Background: an optimization exercise with open tools, aiming at small area, a short achievable clock period and few clock cycles per item. Do not read the settings as production practice.
The RTL was checked by simulation tests, not by an equivalence proof against the original design.
No activity file was given, so power comes from the tool's default toggle rates.

## Crossbar_switching_fabric
module Crossbar_switching_fabric(
    input                                      i_clk,
    input                                      i_rst_n,
    input           [32-1:0]      i_cb_l1_din,
    input           [1:0]                      i_cb_l1_sel,
    input                                      i_cb_l1_wr_en,
    input           [32-1:0]      i_cb_l2_din,
    input           [1:0]                      i_cb_l2_sel,
    input                                      i_cb_l2_wr_en,
    input           [32-1:0]      i_cb_l3_din,
    input           [1:0]                      i_cb_l3_sel,
    input                                      i_cb_l3_wr_en,
    input           [32-1:0]      i_cb_l4_din,
    input           [1:0]                      i_cb_l4_sel,
    input                                      i_cb_l4_wr_en,
    output          [4:0]                      o_cb_c1_queue_sel,
    output          [32-1:0]      o_cb_c1_dout,
    output                                     o_cb_c1_dat_valid,
    output          [4:0]                      o_cb_c2_queue_sel,
    output          [32-1:0]      o_cb_c2_dout,
    output                                     o_cb_c2_dat_valid,
    output          [4:0]                      o_cb_c3_queue_sel,
    output          [32-1:0]      o_cb_c3_dout,
    output                                     o_cb_c3_dat_valid,
    output          [4:0]                      o_cb_c4_queue_sel,
    output          [32-1:0]      o_cb_c4_dout,
    output                                     o_cb_c4_dat_valid
    );
Settings: LEC_CHECK=0, ABC_AREA=1, CAP_MARGIN=20, CORE_MARGIN=2, CORE_UTILIZATION=60, CTS_CLUSTER_DIAMETER=100, CTS_CLUSTER_SIZE=30, SETUP_SLACK_MARGIN=2.4, SLEW_MARGIN=20; clock period 5.0 ns.
run.sh (not shown) runs the stock make flow with config.mk's settings and CLKGATE_MAP_FILE= SYNTH_SCRIPT=/design/flow/synth_recipe.tcl, a recipe that flattens the netlist after the stock synthesis.
Testbench counts at the start, summed over its fixed seeds: cycles 4,458, items 16,384.
Next try:
--- a/flow/config.mk
+++ b/flow/config.mk
@@ -6,5 +6,4 @@
 export NUM_CORES = 4
 export LEC_CHECK = 0
-export ABC_AREA = 1
 export CAP_MARGIN = 20
 export CORE_MARGIN = 2
@@ -12,4 +11,4 @@
 export CTS_CLUSTER_DIAMETER = 100
 export CTS_CLUSTER_SIZE = 30
-export SETUP_SLACK_MARGIN = 2.4
+export SETUP_SLACK_MARGIN = 2.3
 export SLEW_MARGIN = 20
Effect: Setup slack is worse by 0.027 ns. Wire length drops by a few percent. Total power is about the same. Synthesized cell count decreases by a few percent. Global-route usage decreases by 1.3 points. Die area is about the same.


Crossbar_switching_fabric again, from the RTL that the note above started with.
Design Crossbar_switching_fabric, start of the top module:
module Crossbar_switching_fabric(
    input                                      i_clk,
    input                                      i_rst_n,
    input           [32-1:0]      i_cb_l1_din,
    input           [1:0]                      i_cb_l1_sel,
    input                                      i_cb_l1_wr_en,
    input           [32-1:0]      i_cb_l2_din,
    input           [1:0]                      i_cb_l2_sel,
    input                                      i_cb_l2_wr_en,
    input           [32-1:0]      i_cb_l3_din,
    input           [1:0]                      i_cb_l3_sel,
    input                                      i_cb_l3_wr_en,
    input           [32-1:0]      i_cb_l4_din,
    input           [1:0]                      i_cb_l4_sel,
    input                                      i_cb_l4_wr_en,
    output          [4:0]                      o_cb_c1_queue_sel,
    output          [32-1:0]      o_cb_c1_dout,
    output                                     o_cb_c1_dat_valid,
    output          [4:0]                      o_cb_c2_queue_sel,
    output          [32-1:0]      o_cb_c2_dout,
    output                                     o_cb_c2_dat_valid,
    output          [4:0]                      o_cb_c3_queue_sel,
    output          [32-1:0]      o_cb_c3_dout,
    output                                     o_cb_c3_dat_valid,
    output          [4:0]                      o_cb_c4_queue_sel,
    output          [32-1:0]      o_cb_c4_dout,
    output                                     o_cb_c4_dat_valid
    );
export LEC_CHECK = 0
export CAP_MARGIN = 20
export CORE_MARGIN = 2
export CORE_UTILIZATION = 50
export CTS_CLUSTER_DIAMETER = 100
export CTS_CLUSTER_SIZE = 30
export SETUP_SLACK_MARGIN = 2.5
export SLEW_MARGIN = 20
create_clock -name core_clock -period 5.0 [get_ports {i_clk}]
Testbench counts at the start, summed over its fixed seeds: cycles 4,458, items 16,384.
Rerun with:
- CORE_UTILIZATION: 50 -> 60
The new run completed without violations.
Sequential cell count stays the same.
Final area shrinks by 0.44%.
Area after synthesis does not change.
Die area drops by 17%.
Clock power goes down by about 1%.
Synthesized cell count is unchanged.
Clock skew shrinks by 0.022 ns.
Power came out lower by 0.38%.
Clock-buffer cell count is higher by 20.
Routed wire length fell by 0.65%.
Setup slack is worse by 0.062 ns.
Rerun with:
- CORE_UTILIZATION: 60 -> 45
After rerunning:
- sequential cell count is unchanged
- wire length came out higher by 0.31%
- synthesized cell count does not change
- hold slack is worse by 0.017 ns
- cell area is higher by about 0.8%
- synthesized area is unchanged
- clock skew went up by 0.043 ns
- total power increases by about 0.33%
- setup slack degrades by 0.046 ns
- clock-buffer cell count decreases by 10
Rerun with:
- CORE_UTILIZATION: 45 -> 55
- power came out lower by 0.33%
- die area came out lower by 18%
- first-iteration DRC count came out higher by 4.5%
- via count came out higher by 0.81%
- register-to-register slack is about the same
- cell count came out lower by 7.1%
- clock-buffer cell count came out higher by 10


## main
Crossbar_switching_fabric, a different RTL version from the one above (not shown whole).
Size in the first run: ~10000 cells after synthesis, about 290 I/O pins, about 270000 sq um of cells after synthesis.
Settings: LEC_CHECK=0, CAP_MARGIN=20, CORE_MARGIN=2, CORE_UTILIZATION=40, SLEW_MARGIN=20; clock period 5.0 ns.
main finished every step from synthesis to the final layout, and the layout passed the timing, DRC and antenna checks.
Testbench counts of main, summed over its fixed seeds: cycles 4,458, items 16,384.
Here is what was changed in the inputs of the feature branch compared with main.
diff --git a/flow/config.mk b/flow/config.mk
--- a/flow/config.mk
+++ b/flow/config.mk
@@ -7,0 +8 @@
+export ABC_CLOCK_PERIOD_IN_PS = 2500
@@ -10 +11,2 @@
-export CORE_UTILIZATION = 40
+export CORE_UTILIZATION = 60
+export SETUP_SLACK_MARGIN = 2.5
### Flow results
- The feature branch gives less portion of total power attributed to the clock network than main did.
- Compared with main, the feature branch shows a higher initial core utilization.
- [diff] design area, the feature branch relative to main: regression
- Looking at number of cells on the critical path, the feature branch sits 3 above main.
- Summary: with main as the reference, count of clock-buffer cells in the layout in the feature branch moved up slightly.
- From main to the feature branch the numbers moved as follows: average wire per standard cell grew by about 20%, vertical die dimension lower, post-synthesis to final-layout area growth moved up.
- The number of filler instances in the final layout in the feature branch sits 53% below the value recorded for main.

==> what the ideal ports hide <==
The flow's constraints put no driver on any port. The routed layouts listed below were extracted and timed again, unchanged, in two steps. Step 1 sets driving cells, clkbuf_16 on the clock port and buf_2 on the other inputs (assumed; they add their load-dependent delay and slew). Step 2 moves the port delays by t, midway between the first and last clock arrival at a register: inputs arrive t later, outputs are due t later. That takes back most of the time a late clock gives input paths. Three values: ideal ports, drivers, drivers and shift; two values: the first two.
| run | t, ns | slack for setup (ns) | worst setup path after step 2 | worst register clock-pin slew, ns | worst slew at a driven data input, ns |
|---|---|---|---|---|---|
| the first run of note 1 | 1.077 | 2.423 / 2.307 / 1.736 | input to register | 0.12 / 0.12 | 0.04 |
| the second run of note 1 | 1.074 | 2.396 / 2.288 / 1.632 | input to register | 0.12 / 0.12 | 0.18 |
| the first run of note 2 | 1.105 | 2.421 / 2.294 / 1.669 | input to register | 0.12 / 0.12 | 0.22 |
| the second run of note 2 | 1.087 | 2.359 / 2.244 / 1.755 | input to register | 0.12 / 0.12 | 0.10 |
| the third run of note 2 | 1.129 | 2.313 / 2.184 / 1.776 | input to register | 0.12 / 0.12 | 0.20 |
| the fourth run of note 2 | 1.099 | 2.436 / 2.312 / 1.661 | input to register | 0.12 / 0.12 | 0.15 |
| main | 1.182 | 1.328 / 1.328 / 1.328 | register to register | 0.07 / 0.07 | 0.19 |
| the feature branch | 1.164 | 2.255 / 2.190 / 1.926 | input to register | 0.07 / 0.07 | 0.14 |
After both steps setup and hold are still met in every run listed. For the fourth run of note 2, which loses most, drivers alone change the setup slack by -0.124 ns; drivers and shift together by -0.775 ns.
